Background: an optimization exercise with open tools, aiming at small area, a short achievable clock period and few clock cycles. Do not read the settings as production practice. No run shown here included a check of the RTL's function; only the layout flow was run. Power figures rest on the tool's default switching activity, not on a simulated workload.

File: design/flow/constraint.sdc
create_clock -name core_clock -period 5.0 [get_ports {clk}]
set_input_delay 1.0000 -clock core_clock [delete_from_list [all_inputs] [get_ports {clk}]]
set_output_delay 1.0000 -clock core_clock [all_outputs]
set_load 0.01 [all_outputs]
File: design/flow/config.mk
export PLATFORM = sky130hd
export DESIGN_NAME = signed_right_shift_mplier
export DESIGN_NICKNAME = signed_right_shift_mplier
export VERILOG_FILES = /design/flow/design.v
export SDC_FILE = /design/flow/constraint.sdc
export NUM_CORES = 4
export LEC_CHECK = 0
export CAP_MARGIN = 20
export CORE_MARGIN = 2
export CORE_UTILIZATION = 40
export SLEW_MARGIN = 20
File: design/flow/run.sh
#!/bin/bash
# synth_recipe.tcl (not shown) runs the flow's synth.tcl, then flattens the netlist and writes it again
# the make line also repeats each setting of config.mk as NAME=value (left out here)
make -C /OpenROAD-flow-scripts/flow DESIGN_CONFIG=/design/flow/config.mk WORK_HOME=/design/flow/orfs CLKGATE_MAP_FILE= SYNTH_SCRIPT=/design/flow/synth_recipe.tcl finish
File: design/flow/design.v
module signed_right_shift_mplier #(
    parameter N = 32
)(
    input                 clk,
    input                 rst_n,       
    input    [N-1:0]      mcand,
    input    [N-1:0]      mplier,
    output   [2*N-1:0]    product,
    output                done
);
    reg  [31:0] mc;           
    reg  [31:0] pl;           
    reg  [3:0]  e_one, e_two, e_neg;   
    reg  [32:0] S, C;         
    reg  [7:0]  sl, cl;       
    reg         cin;          
    reg  [31:0] ph;           
    reg         first;        
    reg  [2:0]  cnt;
    function [11:0] benc(input [8:0] b);
        integer k;
        reg x2, x1, x0;
        begin
            for (k = 0; k < 4; k = k + 1) begin
                x2 = b[2*k+2]; x1 = b[2*k+1]; x0 = b[2*k];
                benc[k]     = x1 ^ x0;                               
                benc[4+k]   = (x2 & ~x1 & ~x0) | (~x2 & x1 & x0);    
                benc[8+k]   = x2;                                    
            end
        end
    endfunction
    wire [11:0] enc_start = benc({mplier[7:0], 1'b0});
    wire [11:0] enc_next  = benc(pl[15:7]);
    wire [32:0] mx  = {mc[31], mc};
    wire [32:0] mx2 = {mc, 1'b0};
    wire [32:0] pp0, pp1, pp2, pp3;
    wire [32:0] sel0 = ({33{e_one[0]}} & mx) | ({33{e_two[0]}} & mx2);
    wire [32:0] sel1 = ({33{e_one[1]}} & mx) | ({33{e_two[1]}} & mx2);
    wire [32:0] sel2 = ({33{e_one[2]}} & mx) | ({33{e_two[2]}} & mx2);
    wire [32:0] sel3 = ({33{e_one[3]}} & mx) | ({33{e_two[3]}} & mx2);
    assign pp0 = (sel0 ^ {33{e_neg[0]}}) ^ {1'b1, 32'b0};
    assign pp1 = (sel1 ^ {33{e_neg[1]}}) ^ {1'b1, 32'b0};
    assign pp2 = (sel2 ^ {33{e_neg[2]}}) ^ {1'b1, 32'b0};
    assign pp3 = (sel3 ^ {33{e_neg[3]}}) ^ {1'b1, 32'b0};
    wire [32:0] negs;
    genvar g;
    generate
        for (g = 0; g < 33; g = g + 1) begin : g_negs
            if (g % 2 == 0 && g < 31) begin : g_e
                assign negs[g] = pl[g+1];
            end else begin : g_o
                assign negs[g] = 1'b0;
            end
        end
    endgenerate
    wire [32:0] hs = first ? negs : S;
    wire [32:0] hc = first ? {1'b1, 32'b0} : C;
    wire hs0_ = hs[4] ^ hc[4];
    wire hc0_ = hs[4] & hc[4];
    wire fs0 = hs[5] ^ hc[5] ^ pp0[5];
    wire fc0 = (hs[5] & hc[5]) | (hs[5] & pp0[5]) | (hc[5] & pp0[5]);
    wire fs1 = hs[6] ^ hc[6] ^ pp0[6];
    wire fc1 = (hs[6] & hc[6]) | (hs[6] & pp0[6]) | (hc[6] & pp0[6]);
    wire hs1_ = pp1[4] ^ pp2[2];
    wire hc1_ = pp1[4] & pp2[2];
    wire fs2 = hs[7] ^ hc[7] ^ pp0[7];
    wire fc2 = (hs[7] & hc[7]) | (hs[7] & pp0[7]) | (hc[7] & pp0[7]);
    wire fs3 = pp1[5] ^ pp2[3] ^ pp3[1];
    wire fc3 = (pp1[5] & pp2[3]) | (pp1[5] & pp3[1]) | (pp2[3] & pp3[1]);
    wire fs4 = hs[8] ^ hc[8] ^ pp0[8];
    wire fc4 = (hs[8] & hc[8]) | (hs[8] & pp0[8]) | (hc[8] & pp0[8]);
    wire fs5 = pp1[6] ^ pp2[4] ^ pp3[2];
    wire fc5 = (pp1[6] & pp2[4]) | (pp1[6] & pp3[2]) | (pp2[4] & pp3[2]);
    wire fs6 = hs[9] ^ hc[9] ^ pp0[9];
    wire fc6 = (hs[9] & hc[9]) | (hs[9] & pp0[9]) | (hc[9] & pp0[9]);
    wire fs7 = pp1[7] ^ pp2[5] ^ pp3[3];
    wire fc7 = (pp1[7] & pp2[5]) | (pp1[7] & pp3[3]) | (pp2[5] & pp3[3]);
    wire fs8 = hs[10] ^ hc[10] ^ pp0[10];
    wire fc8 = (hs[10] & hc[10]) | (hs[10] & pp0[10]) | (hc[10] & pp0[10]);
    wire fs9 = pp1[8] ^ pp2[6] ^ pp3[4];
    wire fc9 = (pp1[8] & pp2[6]) | (pp1[8] & pp3[4]) | (pp2[6] & pp3[4]);
    wire fs10 = hs[11] ^ hc[11] ^ pp0[11];
    wire fc10 = (hs[11] & hc[11]) | (hs[11] & pp0[11]) | (hc[11] & pp0[11]);
    wire fs11 = pp1[9] ^ pp2[7] ^ pp3[5];
    wire fc11 = (pp1[9] & pp2[7]) | (pp1[9] & pp3[5]) | (pp2[7] & pp3[5]);
    wire fs12 = hs[12] ^ hc[12] ^ pp0[12];
    wire fc12 = (hs[12] & hc[12]) | (hs[12] & pp0[12]) | (hc[12] & pp0[12]);
    wire fs13 = pp1[10] ^ pp2[8] ^ pp3[6];
    wire fc13 = (pp1[10] & pp2[8]) | (pp1[10] & pp3[6]) | (pp2[8] & pp3[6]);
    wire fs14 = hs[13] ^ hc[13] ^ pp0[13];
    wire fc14 = (hs[13] & hc[13]) | (hs[13] & pp0[13]) | (hc[13] & pp0[13]);
    wire fs15 = pp1[11] ^ pp2[9] ^ pp3[7];
    wire fc15 = (pp1[11] & pp2[9]) | (pp1[11] & pp3[7]) | (pp2[9] & pp3[7]);
    wire fs16 = hs[14] ^ hc[14] ^ pp0[14];
    wire fc16 = (hs[14] & hc[14]) | (hs[14] & pp0[14]) | (hc[14] & pp0[14]);
    wire fs17 = pp1[12] ^ pp2[10] ^ pp3[8];
    wire fc17 = (pp1[12] & pp2[10]) | (pp1[12] & pp3[8]) | (pp2[10] & pp3[8]);
    wire fs18 = hs[15] ^ hc[15] ^ pp0[15];
    wire fc18 = (hs[15] & hc[15]) | (hs[15] & pp0[15]) | (hc[15] & pp0[15]);
    wire fs19 = pp1[13] ^ pp2[11] ^ pp3[9];
    wire fc19 = (pp1[13] & pp2[11]) | (pp1[13] & pp3[9]) | (pp2[11] & pp3[9]);
    wire fs20 = hs[16] ^ hc[16] ^ pp0[16];
    wire fc20 = (hs[16] & hc[16]) | (hs[16] & pp0[16]) | (hc[16] & pp0[16]);
    wire fs21 = pp1[14] ^ pp2[12] ^ pp3[10];
    wire fc21 = (pp1[14] & pp2[12]) | (pp1[14] & pp3[10]) | (pp2[12] & pp3[10]);
    wire fs22 = hs[17] ^ hc[17] ^ pp0[17];
    wire fc22 = (hs[17] & hc[17]) | (hs[17] & pp0[17]) | (hc[17] & pp0[17]);
    wire fs23 = pp1[15] ^ pp2[13] ^ pp3[11];
    wire fc23 = (pp1[15] & pp2[13]) | (pp1[15] & pp3[11]) | (pp2[13] & pp3[11]);
    wire fs24 = hs[18] ^ hc[18] ^ pp0[18];
    wire fc24 = (hs[18] & hc[18]) | (hs[18] & pp0[18]) | (hc[18] & pp0[18]);
    wire fs25 = pp1[16] ^ pp2[14] ^ pp3[12];
    wire fc25 = (pp1[16] & pp2[14]) | (pp1[16] & pp3[12]) | (pp2[14] & pp3[12]);
    wire fs26 = hs[19] ^ hc[19] ^ pp0[19];
    wire fc26 = (hs[19] & hc[19]) | (hs[19] & pp0[19]) | (hc[19] & pp0[19]);
    wire fs27 = pp1[17] ^ pp2[15] ^ pp3[13];
    wire fc27 = (pp1[17] & pp2[15]) | (pp1[17] & pp3[13]) | (pp2[15] & pp3[13]);
    wire fs28 = hs[20] ^ hc[20] ^ pp0[20];
    wire fc28 = (hs[20] & hc[20]) | (hs[20] & pp0[20]) | (hc[20] & pp0[20]);
    wire fs29 = pp1[18] ^ pp2[16] ^ pp3[14];
    wire fc29 = (pp1[18] & pp2[16]) | (pp1[18] & pp3[14]) | (pp2[16] & pp3[14]);
    wire fs30 = hs[21] ^ hc[21] ^ pp0[21];
    wire fc30 = (hs[21] & hc[21]) | (hs[21] & pp0[21]) | (hc[21] & pp0[21]);
    wire fs31 = pp1[19] ^ pp2[17] ^ pp3[15];
    wire fc31 = (pp1[19] & pp2[17]) | (pp1[19] & pp3[15]) | (pp2[17] & pp3[15]);
    wire fs32 = hs[22] ^ hc[22] ^ pp0[22];
    wire fc32 = (hs[22] & hc[22]) | (hs[22] & pp0[22]) | (hc[22] & pp0[22]);
    wire fs33 = pp1[20] ^ pp2[18] ^ pp3[16];
    wire fc33 = (pp1[20] & pp2[18]) | (pp1[20] & pp3[16]) | (pp2[18] & pp3[16]);
    wire fs34 = hs[23] ^ hc[23] ^ pp0[23];
    wire fc34 = (hs[23] & hc[23]) | (hs[23] & pp0[23]) | (hc[23] & pp0[23]);
    wire fs35 = pp1[21] ^ pp2[19] ^ pp3[17];
    wire fc35 = (pp1[21] & pp2[19]) | (pp1[21] & pp3[17]) | (pp2[19] & pp3[17]);
    wire fs36 = hs[24] ^ hc[24] ^ pp0[24];
    wire fc36 = (hs[24] & hc[24]) | (hs[24] & pp0[24]) | (hc[24] & pp0[24]);
    wire fs37 = pp1[22] ^ pp2[20] ^ pp3[18];
    wire fc37 = (pp1[22] & pp2[20]) | (pp1[22] & pp3[18]) | (pp2[20] & pp3[18]);
    wire fs38 = hs[25] ^ hc[25] ^ pp0[25];
    wire fc38 = (hs[25] & hc[25]) | (hs[25] & pp0[25]) | (hc[25] & pp0[25]);
    wire fs39 = pp1[23] ^ pp2[21] ^ pp3[19];
    wire fc39 = (pp1[23] & pp2[21]) | (pp1[23] & pp3[19]) | (pp2[21] & pp3[19]);
    wire fs40 = hs[26] ^ hc[26] ^ pp0[26];
    wire fc40 = (hs[26] & hc[26]) | (hs[26] & pp0[26]) | (hc[26] & pp0[26]);
    wire fs41 = pp1[24] ^ pp2[22] ^ pp3[20];
    wire fc41 = (pp1[24] & pp2[22]) | (pp1[24] & pp3[20]) | (pp2[22] & pp3[20]);
    wire fs42 = hs[27] ^ hc[27] ^ pp0[27];
    wire fc42 = (hs[27] & hc[27]) | (hs[27] & pp0[27]) | (hc[27] & pp0[27]);
    wire fs43 = pp1[25] ^ pp2[23] ^ pp3[21];
    wire fc43 = (pp1[25] & pp2[23]) | (pp1[25] & pp3[21]) | (pp2[23] & pp3[21]);
    wire fs44 = hs[28] ^ hc[28] ^ pp0[28];
    wire fc44 = (hs[28] & hc[28]) | (hs[28] & pp0[28]) | (hc[28] & pp0[28]);
    wire fs45 = pp1[26] ^ pp2[24] ^ pp3[22];
    wire fc45 = (pp1[26] & pp2[24]) | (pp1[26] & pp3[22]) | (pp2[24] & pp3[22]);
    wire fs46 = hs[29] ^ hc[29] ^ pp0[29];
    wire fc46 = (hs[29] & hc[29]) | (hs[29] & pp0[29]) | (hc[29] & pp0[29]);
    wire fs47 = pp1[27] ^ pp2[25] ^ pp3[23];
    wire fc47 = (pp1[27] & pp2[25]) | (pp1[27] & pp3[23]) | (pp2[25] & pp3[23]);
    wire fs48 = hs[30] ^ hc[30] ^ pp0[30];
    wire fc48 = (hs[30] & hc[30]) | (hs[30] & pp0[30]) | (hc[30] & pp0[30]);
    wire fs49 = pp1[28] ^ pp2[26] ^ pp3[24];
    wire fc49 = (pp1[28] & pp2[26]) | (pp1[28] & pp3[24]) | (pp2[26] & pp3[24]);
    wire fs50 = hs[31] ^ hc[31] ^ pp0[31];
    wire fc50 = (hs[31] & hc[31]) | (hs[31] & pp0[31]) | (hc[31] & pp0[31]);
    wire fs51 = pp1[29] ^ pp2[27] ^ pp3[25];
    wire fc51 = (pp1[29] & pp2[27]) | (pp1[29] & pp3[25]) | (pp2[27] & pp3[25]);
    wire fs52 = hs[32] ^ hc[32] ^ pp0[32];
    wire fc52 = (hs[32] & hc[32]) | (hs[32] & pp0[32]) | (hc[32] & pp0[32]);
    wire fs53 = pp1[30] ^ pp2[28] ^ pp3[26];
    wire fc53 = (pp1[30] & pp2[28]) | (pp1[30] & pp3[26]) | (pp2[28] & pp3[26]);
    wire fs54 = 1'b1 ^ pp1[31] ^ pp2[29];
    wire fc54 = (1'b1 & pp1[31]) | (1'b1 & pp2[29]) | (pp1[31] & pp2[29]);
    wire hs2_ = hs[2] ^ hc[2];
    wire hc2_ = hs[2] & hc[2];
    wire fs55 = hs[3] ^ hc[3] ^ pp0[3];
    wire fc55 = (hs[3] & hc[3]) | (hs[3] & pp0[3]) | (hc[3] & pp0[3]);
    wire fs56 = hs0_ ^ pp0[4] ^ pp1[2];
    wire fc56 = (hs0_ & pp0[4]) | (hs0_ & pp1[2]) | (pp0[4] & pp1[2]);
    wire fs57 = hc0_ ^ pp1[3] ^ pp2[1];
    wire fc57 = (hc0_ & pp1[3]) | (hc0_ & pp2[1]) | (pp1[3] & pp2[1]);
    wire fs58 = pp3[0] ^ hs1_ ^ fc0;
    wire fc58 = (pp3[0] & hs1_) | (pp3[0] & fc0) | (hs1_ & fc0);
    wire fs59 = hc1_ ^ fc1 ^ fs2;
    wire fc59 = (hc1_ & fc1) | (hc1_ & fs2) | (fc1 & fs2);
    wire fs60 = fc2 ^ fc3 ^ fs4;
    wire fc60 = (fc2 & fc3) | (fc2 & fs4) | (fc3 & fs4);
    wire fs61 = fc4 ^ fc5 ^ fs6;
    wire fc61 = (fc4 & fc5) | (fc4 & fs6) | (fc5 & fs6);
    wire fs62 = fc6 ^ fc7 ^ fs8;
    wire fc62 = (fc6 & fc7) | (fc6 & fs8) | (fc7 & fs8);
    wire fs63 = fc8 ^ fc9 ^ fs10;
    wire fc63 = (fc8 & fc9) | (fc8 & fs10) | (fc9 & fs10);
    wire fs64 = fc10 ^ fc11 ^ fs12;
    wire fc64 = (fc10 & fc11) | (fc10 & fs12) | (fc11 & fs12);
    wire fs65 = fc12 ^ fc13 ^ fs14;
    wire fc65 = (fc12 & fc13) | (fc12 & fs14) | (fc13 & fs14);
    wire fs66 = fc14 ^ fc15 ^ fs16;
    wire fc66 = (fc14 & fc15) | (fc14 & fs16) | (fc15 & fs16);
    wire fs67 = fc16 ^ fc17 ^ fs18;
    wire fc67 = (fc16 & fc17) | (fc16 & fs18) | (fc17 & fs18);
    wire fs68 = fc18 ^ fc19 ^ fs20;
    wire fc68 = (fc18 & fc19) | (fc18 & fs20) | (fc19 & fs20);
    wire fs69 = fc20 ^ fc21 ^ fs22;
    wire fc69 = (fc20 & fc21) | (fc20 & fs22) | (fc21 & fs22);
    wire fs70 = fc22 ^ fc23 ^ fs24;
    wire fc70 = (fc22 & fc23) | (fc22 & fs24) | (fc23 & fs24);
    wire fs71 = fc24 ^ fc25 ^ fs26;
    wire fc71 = (fc24 & fc25) | (fc24 & fs26) | (fc25 & fs26);
    wire fs72 = fc26 ^ fc27 ^ fs28;
    wire fc72 = (fc26 & fc27) | (fc26 & fs28) | (fc27 & fs28);
    wire fs73 = fc28 ^ fc29 ^ fs30;
    wire fc73 = (fc28 & fc29) | (fc28 & fs30) | (fc29 & fs30);
    wire fs74 = fc30 ^ fc31 ^ fs32;
    wire fc74 = (fc30 & fc31) | (fc30 & fs32) | (fc31 & fs32);
    wire fs75 = fc32 ^ fc33 ^ fs34;
    wire fc75 = (fc32 & fc33) | (fc32 & fs34) | (fc33 & fs34);
    wire fs76 = fc34 ^ fc35 ^ fs36;
    wire fc76 = (fc34 & fc35) | (fc34 & fs36) | (fc35 & fs36);
    wire fs77 = fc36 ^ fc37 ^ fs38;
    wire fc77 = (fc36 & fc37) | (fc36 & fs38) | (fc37 & fs38);
    wire fs78 = fc38 ^ fc39 ^ fs40;
    wire fc78 = (fc38 & fc39) | (fc38 & fs40) | (fc39 & fs40);
    wire fs79 = fc40 ^ fc41 ^ fs42;
    wire fc79 = (fc40 & fc41) | (fc40 & fs42) | (fc41 & fs42);
    wire fs80 = fc42 ^ fc43 ^ fs44;
    wire fc80 = (fc42 & fc43) | (fc42 & fs44) | (fc43 & fs44);
    wire fs81 = fc44 ^ fc45 ^ fs46;
    wire fc81 = (fc44 & fc45) | (fc44 & fs46) | (fc45 & fs46);
    wire fs82 = fc46 ^ fc47 ^ fs48;
    wire fc82 = (fc46 & fc47) | (fc46 & fs48) | (fc47 & fs48);
    wire fs83 = fc48 ^ fc49 ^ fs50;
    wire fc83 = (fc48 & fc49) | (fc48 & fs50) | (fc49 & fs50);
    wire fs84 = fc50 ^ fc51 ^ fs52;
    wire fc84 = (fc50 & fc51) | (fc50 & fs52) | (fc51 & fs52);
    wire fs85 = pp3[27] ^ fc52 ^ fc53;
    wire fc85 = (pp3[27] & fc52) | (pp3[27] & fc53) | (fc52 & fc53);
    wire fs86 = pp1[32] ^ pp2[30] ^ pp3[28];
    wire fc86 = (pp1[32] & pp2[30]) | (pp1[32] & pp3[28]) | (pp2[30] & pp3[28]);
    wire hs3_ = 1'b1 ^ pp2[31];
    wire hc3_ = 1'b1 & pp2[31];
    wire hs4_ = hs[0] ^ hc[0];
    wire hc4_ = hs[0] & hc[0];
    wire fs87 = hs[1] ^ hc[1] ^ pp0[1];
    wire fc87 = (hs[1] & hc[1]) | (hs[1] & pp0[1]) | (hc[1] & pp0[1]);
    wire fs88 = hs2_ ^ pp0[2] ^ pp1[0];
    wire fc88 = (hs2_ & pp0[2]) | (hs2_ & pp1[0]) | (pp0[2] & pp1[0]);
    wire fs89 = hc2_ ^ pp1[1] ^ fs55;
    wire fc89 = (hc2_ & pp1[1]) | (hc2_ & fs55) | (pp1[1] & fs55);
    wire fs90 = pp2[0] ^ fc55 ^ fs56;
    wire fc90 = (pp2[0] & fc55) | (pp2[0] & fs56) | (fc55 & fs56);
    wire fs91 = fc56 ^ fs0 ^ fs57;
    wire fc91 = (fc56 & fs0) | (fc56 & fs57) | (fs0 & fs57);
    wire fs92 = fc57 ^ fs1 ^ fs58;
    wire fc92 = (fc57 & fs1) | (fc57 & fs58) | (fs1 & fs58);
    wire fs93 = fs3 ^ fc58 ^ fs59;
    wire fc93 = (fs3 & fc58) | (fs3 & fs59) | (fc58 & fs59);
    wire fs94 = fs5 ^ fc59 ^ fs60;
    wire fc94 = (fs5 & fc59) | (fs5 & fs60) | (fc59 & fs60);
    wire fs95 = fs7 ^ fc60 ^ fs61;
    wire fc95 = (fs7 & fc60) | (fs7 & fs61) | (fc60 & fs61);
    wire fs96 = fs9 ^ fc61 ^ fs62;
    wire fc96 = (fs9 & fc61) | (fs9 & fs62) | (fc61 & fs62);
    wire fs97 = fs11 ^ fc62 ^ fs63;
    wire fc97 = (fs11 & fc62) | (fs11 & fs63) | (fc62 & fs63);
    wire fs98 = fs13 ^ fc63 ^ fs64;
    wire fc98 = (fs13 & fc63) | (fs13 & fs64) | (fc63 & fs64);
    wire fs99 = fs15 ^ fc64 ^ fs65;
    wire fc99 = (fs15 & fc64) | (fs15 & fs65) | (fc64 & fs65);
    wire fs100 = fs17 ^ fc65 ^ fs66;
    wire fc100 = (fs17 & fc65) | (fs17 & fs66) | (fc65 & fs66);
    wire fs101 = fs19 ^ fc66 ^ fs67;
    wire fc101 = (fs19 & fc66) | (fs19 & fs67) | (fc66 & fs67);
    wire fs102 = fs21 ^ fc67 ^ fs68;
    wire fc102 = (fs21 & fc67) | (fs21 & fs68) | (fc67 & fs68);
    wire fs103 = fs23 ^ fc68 ^ fs69;
    wire fc103 = (fs23 & fc68) | (fs23 & fs69) | (fc68 & fs69);
    wire fs104 = fs25 ^ fc69 ^ fs70;
    wire fc104 = (fs25 & fc69) | (fs25 & fs70) | (fc69 & fs70);
    wire fs105 = fs27 ^ fc70 ^ fs71;
    wire fc105 = (fs27 & fc70) | (fs27 & fs71) | (fc70 & fs71);
    wire fs106 = fs29 ^ fc71 ^ fs72;
    wire fc106 = (fs29 & fc71) | (fs29 & fs72) | (fc71 & fs72);
    wire fs107 = fs31 ^ fc72 ^ fs73;
    wire fc107 = (fs31 & fc72) | (fs31 & fs73) | (fc72 & fs73);
    wire fs108 = fs33 ^ fc73 ^ fs74;
    wire fc108 = (fs33 & fc73) | (fs33 & fs74) | (fc73 & fs74);
    wire fs109 = fs35 ^ fc74 ^ fs75;
    wire fc109 = (fs35 & fc74) | (fs35 & fs75) | (fc74 & fs75);
    wire fs110 = fs37 ^ fc75 ^ fs76;
    wire fc110 = (fs37 & fc75) | (fs37 & fs76) | (fc75 & fs76);
    wire fs111 = fs39 ^ fc76 ^ fs77;
    wire fc111 = (fs39 & fc76) | (fs39 & fs77) | (fc76 & fs77);
    wire fs112 = fs41 ^ fc77 ^ fs78;
    wire fc112 = (fs41 & fc77) | (fs41 & fs78) | (fc77 & fs78);
    wire fs113 = fs43 ^ fc78 ^ fs79;
    wire fc113 = (fs43 & fc78) | (fs43 & fs79) | (fc78 & fs79);
    wire fs114 = fs45 ^ fc79 ^ fs80;
    wire fc114 = (fs45 & fc79) | (fs45 & fs80) | (fc79 & fs80);
    wire fs115 = fs47 ^ fc80 ^ fs81;
    wire fc115 = (fs47 & fc80) | (fs47 & fs81) | (fc80 & fs81);
    wire fs116 = fs49 ^ fc81 ^ fs82;
    wire fc116 = (fs49 & fc81) | (fs49 & fs82) | (fc81 & fs82);
    wire fs117 = fs51 ^ fc82 ^ fs83;
    wire fc117 = (fs51 & fc82) | (fs51 & fs83) | (fc82 & fs83);
    wire fs118 = fs53 ^ fc83 ^ fs84;
    wire fc118 = (fs53 & fc83) | (fs53 & fs84) | (fc83 & fs84);
    wire fs119 = fs54 ^ fs85 ^ fc84;
    wire fc119 = (fs54 & fs85) | (fs54 & fc84) | (fs85 & fc84);
    wire fs120 = fc54 ^ fs86 ^ fc85;
    wire fc120 = (fc54 & fs86) | (fc54 & fc85) | (fs86 & fc85);
    wire fs121 = pp3[29] ^ hs3_ ^ fc86;
    wire fc121 = (pp3[29] & hs3_) | (pp3[29] & fc86) | (hs3_ & fc86);
    wire fs122 = pp2[32] ^ pp3[30] ^ hc3_;
    wire fc122 = (pp2[32] & pp3[30]) | (pp2[32] & hc3_) | (pp3[30] & hc3_);
    wire hs5_ = 1'b1 ^ pp3[31];
    wire hc5_ = 1'b1 & pp3[31];
    wire [40:0] cs_s = {1'b0, 1'b1, pp3[32], hs5_, fs122, fs121, fs120, fs119, fs118, fs117, fs116, fs115, fs114, fs113, fs112, fs111, fs110, fs109, fs108, fs107, fs106, fs105, fs104, fs103, fs102, fs101, fs100, fs99, fs98, fs97, fs96, fs95, fs94, fs93, fs92, fs91, fs90, fs89, fs88, fs87, pp0[0]};
    wire [40:0] cs_c = {1'b0, 1'b0, hc5_, fc122, fc121, fc120, fc119, fc118, fc117, fc116, fc115, fc114, fc113, fc112, fc111, fc110, fc109, fc108, fc107, fc106, fc105, fc104, fc103, fc102, fc101, fc100, fc99, fc98, fc97, fc96, fc95, fc94, fc93, fc92, fc91, fc90, fc89, fc88, fc87, hc4_, hs4_};
    wire [39:0] fsum = {S[31:0], sl} + {C[31:0], cl} + {39'b0, cin};
    wire        cout = fsum[8] ^ S[0] ^ C[0];
    always @(posedge clk) begin
        first <= ~rst_n;
        if (!rst_n) begin
            mc    <= mcand;
            pl    <= mplier;
            e_one <= enc_start[3:0];
            e_two <= enc_start[7:4];
            e_neg <= enc_start[11:8];
            cnt   <= 3'd0;
        end else begin
            pl    <= {fsum[7:0], pl[31:8]};
            e_one <= enc_next[3:0];
            e_two <= enc_next[7:4];
            e_neg <= enc_next[11:8];
            cnt   <= cnt + 3'd1;
        end
        S   <= cs_s[40:8];
        C   <= cs_c[40:8];
        sl  <= cs_s[7:0];
        cl  <= cs_c[7:0];
        cin <= first ? 1'b0 : cout;
        ph  <= fsum[39:8];
    end
    assign product = {ph, pl};
    assign done    = (cnt == 3'd5);
endmodule
==> results_dict.tcl, run 1 <==
set metrics [dict create \
    syn-num-nets 1476 \
    cts_buffers 17 \
    ys.flop_type "dfxtp_1" \
    cp_max_fo 26 \
    yosys_warnings 1 \
    insertion_delay_ns 0.46 \
    grt_pass1_vias 9283 \
    post_cts_buffers 0 \
    synth_enable_flop_cells 32 \
    p_per_area_nw_per_um2 789 \
    vias 9072 \
    whs_path_depth 1 \
    r2r.worst_path.cells 7 \
    grt_pass1_wl_mm 53.8 \
    crit_type "flip-flop to flip-flop" \
    yosys-top-cells-area "dfxtp_1, fa_1, xor2_1" \
    syn-cell-area_um2 12800 \
    power_uw 11800 \
    stdcell_count 1722 \
    wl_mm 34.7 \
    fmax_mhz 307 \
    min_period_ns 3.25 \
    final_util_pct 47.4 \
    fp.dieH_um 183 \
    synth_commonest_cells "dfxtp_1, inv_1, a22oi_1, fa_1, xor2_1" \
    worstMarginPinSlew_ns 1.12 \
    maxSlewHeadroom_pct 25.5 \
    dieArea_um2 33500 \
    h-tree-depth 4 \
    synth-seq-area-share_pct 31.7 \
    cp_slowest_cell "dfxtp_1" \
    reg2reg_from "e_one[0]" \
    layout-drive-gt1-share_pct 8.19 \
    gp_congestion 0.884 \
    fin_nets 1541 \
    root_buffer "clkbuf_16" \
    syn_to_final_growth_pct 16.5 \
    yosysTopAreaCell "dfxtp_1" \
    hp-class "flip-flop to flip-flop" \
    synth_most_common_cell "dfxtp_1" \
    outcome "complete, no violations" \
    ir_worst_vdd_mv 0.365 \
    slew_violations 0 \
    dp_hpwl_mm 26.5 \
    pin_count 131 \
    cpMostUsedCell "fa_1" \
    cp.arrival_ns 3.57 \
    finalSetupViolCount 0 \
    post_cts_resized 0 \
    cts_hold_buffers 0 \
    rr_endpoint "S[1]" \
    antenna_found_initial 1 \
    place_area_um2 14300 \
    drt_iter0_markers 628 \
    port_buffers 130 \
    cp-start-kind "flip-flop" \
    r2r_slack_ns 1.75 \
    ant_nets 0 \
    worstPathRequired_ns 5.32 \
    clockBufferDepth 2 \
    core_area_um2 31600 \
    grt_usage_pct 21.1 \
    fin_crit_sh_pct 65.1 \
    tritoncts "yes" \
    crit_chain "a22oi_1 -> xnor2_1 -> fa_1 -> inv_1 -> fa_1 -> inv_1 -> fa_1" \
    wl_per_cell_um 20.2 \
    vias_per_cell 5.27 \
    hold_start "cnt[0]" \
    rsz0062_at_grt "false" \
    die_w_um 183 \
    whs_endpoint "cnt[0]" \
    clkSlewWorstSetupHoldPaths_ns 0.08 \
    netlist.area_leader.share_pct 24.2 \
    finalClockSkew_ns 0.0169 \
    drt-pass1-iter-count 7 \
    drc 0 \
    p_leak_uw 0.00630 \
    cpPeakStageDelay_ns 1.01 \
    yosys.cell_types.count 67 \
    synth-seq-cells 187 \
    hold_violations 0 \
    cp-end-kind "flip-flop" \
    core.rowCount 65 \
    gr-total-overflow 0 \
    setup_tns_ns 0 \
    final_area_um2 14900 \
    syn_area_per_cell_um2 10.3 \
    cts_sinks 187 \
    start_util_pct 40.6 \
    maxCapViolations 0 \
    dp_cells 1689 \
    async_reset_ff_share_pct 0 \
    grt_max_degree 49 \
    syn_inst 1241 \
]
==> routing by layer <==
layer	routed length [µm]	vias to the layer above	track usage (%)
met2	15900	285	33.2
met1	16300	4477	29.8
met5	0	-	0
met4	842	0	6.46
li1	-	4267	-
met3	1710	43	3.59
==> worst max-delay path: cells and delay by family (launching register included) <==
family                   cells  cell delay [ns]
flip-flops                   1             1.01
buffers and inverters        2             0.11
AO/OA/AOI/OAI                1             0.20
XOR/XNOR                     1             0.20
adder cells (fa/ha/maj)      3             1.59
==> state kept, by name (all words and copies together), names as in the netlist <==
signal,count
sl,8
e_one,4
pl,29
e_two,4
ph,32
C,31
mc,32
cl,8
first,1
S,31
cin,1
cnt,3
e_neg,3
==> worst max path at each step <==
stage                   from  cells after the start  slack [ns]          to
floorplan           e_neg[0]                      8        2.00       S[11]
detailed placement  e_two[0]                      7        1.80        S[3]
CTS                    pl[7]                      2        1.47  product[7]
finish              e_one[0]                      7        1.75        S[1]
global route        e_two[0]                      7        1.59        S[3]
global placement    e_two[0]                      7        1.87        S[1]
==> cells in the final DEF, fill, tap and decap left out, types with 3 or more instances in the layout <==
cell type,instances
dfxtp_1,150
inv_1,130
clkdlybuf4s50_1,129
a22oi_1,124
fa_1,122
xor2_1,118
xnor2_1,59
nand2_1,54
ha_1,47
a21oi_1,43
nor2_1,39
mux2_2,33
edfxtp_1,32
nor2b_1,30
o21ai_0,22
a21o_1,20
clkbuf_16,17
buf_4,15
mux2i_1,13
nand4_1,11
nor3_1,9
o21bai_1,7
o21a_1,5
clkinv_8,5
nand3_1,4
nor3b_1,4
o31ai_1,4
inv_8,4
dfxtp_2,4
a21o_2,3
o211ai_1,3
a211oi_1,3
a31oi_1,3
and2_1,3
a211o_1,3
==> per-stage QoR <==
stage | setup slack (ns) | hold slack, ns
2_1_floorplan | 2.00 | 0.406
6_report | 1.75 | 0.441
3_5_place_dp | 1.80 | 0.424
3_3_place_gp | 1.87 | 0.422
4_1_cts | 1.47 | 0.444
5_1_grt | 1.59 | 0.470
==> report_power, final <==
group,internal [µW],total (µW),switching (µW)
logic,3240,7430,4190
clock network,737,1460,721
registers,2300,2890,592
total,6280,11800,5510
==> kinds of logic after synthesis <==
family,share of synthesized area (%)
AO/OA/AOI/OAI,14.8
XOR/XNOR,12.1
adder cells (fa/ha/maj),23.6
buffers and inverters,7.30
flip-flops,31.7
multiplexers,3.91
AND/OR/NAND/NOR,6.54
==> layout make-up <==
cell class / count / area (µm²)
Tap cell: 402 / 503
Inverter: 131 / 492
Antenna cell: 1 / 2.50
Clock buffer: 17 / 425
Timing Repair Buffer: 145 / 1410
Clock inverter: 15 / 213
Sequential cell: 187 / 4070
Fill cell: 3026 / 16600
Multi-Input combinational cell: 824 / 7830
==> inputs of run 2 (changes only) <==
--- a/design/flow/config.mk
+++ b/design/flow/config.mk
@@ -5,7 +5,9 @@
 export SDC_FILE = /design/flow/constraint.sdc
 export NUM_CORES = 4
 export LEC_CHECK = 0
+export ABC_CLOCK_PERIOD_IN_PS = 2000
 export CAP_MARGIN = 20
 export CORE_MARGIN = 2
 export CORE_UTILIZATION = 40
+export SETUP_SLACK_MARGIN = 2.8
 export SLEW_MARGIN = 20
==> results_dict.tcl, run 2 <==
set metrics [dict create \
    outcome "complete, no violations" \
    h-tree-depth 4 \
    cts_buffers 17 \
    ir_worst_vdd_mv 0.337 \
    fp.dieH_um 183 \
    setup_tns_ns 0 \
    grt_max_degree 50 \
    cp-end-kind "flip-flop" \
    layout_commonest_cell "dfxtp_1" \
    hold_violations 0 \
    syn-cell-area_um2 12800 \
    gr-total-overflow 0 \
    grt_pass1_vias 10200 \
    core.rowCount 65 \
    yosys-top-cells-area "dfxtp_1, fa_1, xor2_1" \
    cp.arrival_ns 3.13 \
    n_antenna_cell 0 \
    layout-drive-gt1-share_pct 34.0 \
    synth-seq-cells 187 \
    p_per_area_nw_per_um2 760 \
    cts_hold_buffers 0 \
    r2r.worst_path.cells 11 \
    clockBufferDepth 2 \
    finalClockSkew_ns 0.0100 \
    vias 10000 \
    fill_cells 2668 \
    syn_inst 1241 \
    start_util_pct 40.6 \
    fin_nets 1697 \
    dieArea_um2 33500 \
    drt_iter0_markers 834 \
    insertion_delay_ns 0.45 \
    yosysTopAreaCell "dfxtp_1" \
    synth_commonest_cells "dfxtp_1, inv_1, a22oi_1, fa_1, xor2_1" \
    netlist.area_leader.share_pct 24.2 \
    synth-seq-area-share_pct 31.7 \
    p_leak_uw 0.00743 \
    vias_per_cell 5.34 \
    async_reset_ff_share_pct 0 \
    min_period_ns 2.75 \
    antenna_found_initial 0 \
    dp_hpwl_mm 25.3 \
    port_buffers 130 \
    reg_top3 "mc x32, ph x32" \
    grt_pass1_wl_mm 58.8 \
    yosys.cell_types.count 67 \
    worstMarginPinSlew_ns 0.619 \
    synth_most_common_cell "dfxtp_1" \
    maxSlewHeadroom_pct 58.7 \
    drc 0 \
    worstPathRequired_ns 5.38 \
    hp-class "flip-flop to flip-flop" \
    wl_mm 38.5 \
    rsz0062_at_grt "true" \
    drt-pass1-iter-count 6 \
    maxCapViolations 0 \
    ys.flop_type "dfxtp_1" \
    core_area_um2 31600 \
    fin_crit_sh_pct 55.0 \
    syn-num-nets 1476 \
    root_buffer "clkbuf_16" \
    clkSlewWorstSetupHoldPaths_ns 0.08 \
    fmax_mhz 363 \
    finalSetupViolCount 0 \
    final_util_pct 55.5 \
    grt_usage_pct 23.0 \
    syn_area_per_cell_um2 10.3 \
    yosys_warnings 1 \
    synth_enable_flop_cells 32 \
    gp_congestion 0.870 \
    tritoncts "yes" \
    layout_common_cells "dfxtp_1, xor2_1, buf_4" \
    wl_per_cell_um 20.5 \
    slew_violations 0 \
    die_w_um 183 \
    pin_count 131 \
    cp_max_fo 3 \
    syn_to_final_growth_pct 36.7 \
    whs_path_depth 1 \
    cp-start-kind "flip-flop" \
    crit_type "flip-flop to flip-flop" \
    cts_sinks 187 \
    r2r_slack_ns 2.25 \
    ant_nets 0 \
]
## run 2: metrics by stage
step                hold slack (ns)  total power (µW)  std cells  instance area [µm²]  worst slack (ns)
floorplan                     0.406              8010       1241                13300              2.42
global placement              0.420             10100       1687                14400              1.79
detailed placement            0.429             10300       1687                14400              1.72
CTS                           0.449             12600       1844                16900              2.22
global route                  0.478             14400       1877                17500              2.10
finish                        0.448             13300       1877                17500              2.25
## run 2: power breakdown
part,leakage (µW),switching (µW),internal (µW)
clock network,0.000331,655,935
registers,0.00163,474,2320
logic,0.00547,4820,4100
## run 2: worst max-delay path: stages, from the launching register on
cell and delay (ns):
dfxtp_2 0.32, fa_2 0.39, fa_2 0.35, a21o_1 0.20, a221oi_4 0.33, or3_4 0.20, a21oi_4 0.07, buf_6 0.14
o21ai_4 0.20, o21bai_4 0.09, a221oi_2 0.25, xnor2_1 0.14
## run 2: layout make-up
| type | instances | area, µm² | area share, % |
|---|---|---|---|
| multi-input cells | 824 | 8710 | 49.7 |
| repair buffers | 300 | 2990 | 17.0 |
| clock buffers | 19 | 455 | 2.60 |
| clock inverters | 13 | 221 | 1.26 |
| inverters | 131 | 500 | 2.86 |
| well taps | 402 | 503 | 2.87 |
| flip-flops and latches | 187 | 4140 | 23.6 |
| repair inverters | 1 | 7.51 | 0.0428 |
## run 2: worst paths after layout
check	startpoint	endpoint
setup reg to reg	sl[0]	ph[30]
hold reg to reg	cnt[0]	cnt[0]
hold / removal	cnt[0]	cnt[0]
setup / recovery	sl[0]	ph[30]
## run 2: cell families (layout without fill, tap and decap cells)
kind of cell    Yosys count  count (layout)  synth area share, %
fa+ha+maj               169             169                 23.6
buf+inv                 230             464                 7.30
compound gates          263             263                 14.8
mux                      46              46                 3.91
simple gates            169             169                 6.54
xor+xnor                177             177                 12.1
flops                   187             187                 31.7
## run 2: timing repair
item | CTS | global route
endpoints found under the setup margin | 200 | 112
gates cloned | 4 | 1
pin swaps | 135 | 109
buffers inserted | 121 | 32
gates resized for setup | 303 | 91
## run 2: routing by layer
metal / wire [µm] / GRT usage (%)
met3: 2830 / 4.85
met4: 1080 / 7.49
met2: 17300 / 35.3
met1: 17300 / 32.5
met5: 0 / 0

==> what the ideal ports hide <==
Ports are ideal in the flow. The routed layouts listed here were re-timed in OpenROAD. Step 1 (the two cells are an assumption about what drives the block):
set clk [get_ports {clk}]
set_driving_cell -lib_cell sky130_fd_sc_hd__clkbuf_16 $clk
set_driving_cell -lib_cell sky130_fd_sc_hd__buf_2 [delete_from_list [all_inputs] $clk]
Step 2 moves the port delays by t, midway between the first and last clock arrival at a register: inputs arrive t later, outputs are due t later. That takes back most of the time a late clock gives input paths. Slacks: no drivers / after step 1 / after step 2; pairs: no drivers / after step 1.
| run | t, ns | setup WS [ns] | hold WS [ns] |
|---|---|---|---|
| run 1 | 0.502 | 1.746 / 1.698 / 1.746 | 0.441 / 0.441 / 0.441 |
| run 2 | 0.489 | 2.248 / 2.248 / 2.248 | 0.448 / 0.448 / 0.448 |
After both steps every run listed still meets setup and hold.
